What follows belongs to an exercise in optimizing a design on an open flow for small area, a short achievable clock period and few clock cycles per item; a production flow would make more cautious choices. Function was checked by simulation only, so behaviour that the tests miss may differ from the original.

Design admm_check_node, start of the top module:
module admm_check_node (
	input clk,
	input reset,
	input ready_in,
	input valid_in,
	input [7:0] tag_in,
	input [54:0] messages_in,
	input [54:0] duals_in,
	output busy,
	output ready_out,
	output valid_out,
	output [7:0] tag_out,
	output checkNotSatisfied,
	output [54:0] messages_out,
	output [54:0] duals_out
);
localparam C1 = 1;  
localparam C2 = 1;  
localparam C3 = 1;  
localparam C4 = 1;  
localparam C5 = 1;  
localparam C6 = 1;  
localparam NS = C1 + C2 + C3 + C4 + C5 + C6;
wire en = ready_in;
assign ready_out = ready_in;
reg [NS-1:0] vld;
always @(posedge clk or posedge reset)
	if (reset) vld <= {NS{1'b0}};
	else if (en) vld <= {vld[NS-2:0], valid_in};
assign valid_out = vld[NS-1] & ready_in;
assign busy = |vld;
genvar g, h;
wire [74:0] w0_flat;
wire [4:0] sv0;
wire [4:0] xs;
generate
	for (g = 0; g < 5; g = g + 1) begin : s1
		wire signed [10:0] x = messages_in[11*g +: 11];
		wire signed [10:0] l = duals_in[11*g +: 11];
		wire signed [15:0] xe = x;
		wire signed [15:0] le = {l[10], l, 4'b0000};
		wire signed [15:0] v = xe + le;
		assign sv0[g] = v[15];
		assign w0_flat[15*g +: 15] = (v[14:0] ^ {15{v[15]}}) + v[15];
		assign xs[g] = x[10];
	end
endgenerate
wire cns0 = ^(~xs);
wire [74:0] w1_flat;
wire [4:0] sv1;
wire [8:0] tg1;
acn_reg #(75, C1) r1w (clk, en, w0_flat, w1_flat);
acn_reg #(5, C1) r1s (clk, en, sv0, sv1);
acn_reg #(9, C1) r1t (clk, en, {tag_in, cns0}, tg1);
wire [14:0] w [0:4];
wire [4:0] big, f0;
generate
	for (g = 0; g < 5; g = g + 1) begin : s2w
		assign w[g] = w1_flat[15*g +: 15];
		assign big[g] = |w[g][14:9];
		assign f0[g] = ~sv1[g] & (|w[g]);
	end
endgenerate
wire [9:0] le;
generate
	for (g = 0; g < 5; g = g + 1) begin : s2c
		for (h = g + 1; h < 5; h = h + 1) begin : c
			assign le[pidx(g, h)] = w[g] <= w[h];
		end
	end
endgenerate
wire [4:0] bef [0:4];
wire [4:0] amin;
generate
	for (g = 0; g < 5; g = g + 1) begin : s2b
		wire [4:0] am;
		for (h = 0; h < 5; h = h + 1) begin : b
			if (h < g) begin : lo
				assign bef[g][h] = le[pidx(h, g)];
				assign am[h] = ~(le[pidx(h, g)] | big[g]);
			end else if (h > g) begin : hi
				assign bef[g][h] = ~le[pidx(g, h)];
				assign am[h] = le[pidx(g, h)] | big[h];
			end else begin : eq
  ...
clock: 10.0 ns
lec_check: 0
abc_area: 1
cap_margin: 20
core_margin: 2
core_utilization: 60
setup_slack_margin: 4.7
slew_margin: 20
run.sh (not shown) runs the stock make flow with config.mk's settings and CLKGATE_MAP_FILE= SYNTH_SCRIPT=/design/flow/synth_recipe.tcl, a recipe that flattens the netlist after the stock synthesis.
Testbench counts at the start, summed over its fixed seeds: cycles 4,848, items 4,800.
Then changed:
ABC_AREA = default   (was 1)
=> Register-to-register slack degrades by 0.12 ns; synthesized cell count falls by 3.7%; cell area climbs by 6.2%; sequential share of layout area decreases by 1.9 points; utilization grows by 1.7 points; global-route usage climbs by 1.2 points; flip-flop and latch count stays the same; setup slack degrades by 0.12 ns.
Then changed:
ABC_AREA = 1   (was default)
CORE_UTILIZATION = 70   (was 60)
Core utilization climbs by 9.8 points; global-route usage grows by 6.0 points; worst setup slack loses 0.011 ns; design area goes down by 5.9%; fmax hardly moves.

---

admm_check_node, a different RTL version from the one above (not shown whole).
For scale: about 7700 cells after synthesis, about 870 flip-flops, ~240 I/O pins.
clock: 10.0 ns
lec_check: 0
abc_area: 1
cap_margin: 20
core_margin: 2
core_utilization: 60
setup_slack_margin: 4.7
slew_margin: 20
The baseline produced a clean layout.
Testbench counts at the start, summed over its fixed seeds: cycles 4,848, items 4,800.
==> next run, changes <==
- CTS_BUF_LIST: default -> sky130_fd_sc_hd__clkbuf_4 sky130_fd_sc_hd__clkbuf_8
- SETUP_SLACK_MARGIN: 4.7 -> 4.85
- TNS_END_PERCENT: default -> 20
Result:
- synthesized area stays the same
- clock skew increases by 0.0079 ns
- synthesized cell count stays the same
- worst hold slack got worse by 0.012 ns
- worst setup slack got worse by 0.11 ns

## what the ideal ports hide
In the flow no input, the clock included, has a driving cell. The finished layouts below were timed again as built, in two steps.
Step 1: set_driving_cell puts a clkbuf_16 on clk and a buf_2 on each other input, an assumption about the parent block.
Step 2, shift: input delay + t, output delay - t, t = (earliest + latest rising clock arrival at the registers) / 2. This alone moves slack from input paths to output paths.
Three values: ideal, step 1, step 2; two values: the first two.
| run | shift t [ns] | setup WS [ns] | slew at the worst register clock pin (ns) | pins driven straight from the clock port |
|---|---|---|---|---|
| the first run of note 1 | 0.791 | 4.809 / 4.809 / 4.186 | 0.07 / 0.07 | 1 |
| the second run of note 1 | 0.788 | 4.688 / 4.688 / 4.098 | 0.07 / 0.07 | 1 |
| the third run of note 1 | 0.764 | 4.677 / 4.677 / 4.113 | 0.07 / 0.07 | 1 |
| the first run of note 2 | 0.770 | 4.803 / 4.803 / 4.304 | 0.07 / 0.07 | 1 |
| the second run of note 2 | 0.944 | 4.690 / 4.632 / 4.270 | 0.08 / 0.08 | 1 |
After both steps setup and hold are still met in every run listed. For the first run of note 1, which loses most, drivers alone change the setup slack by 0.000 ns; drivers and shift together by -0.623 ns.
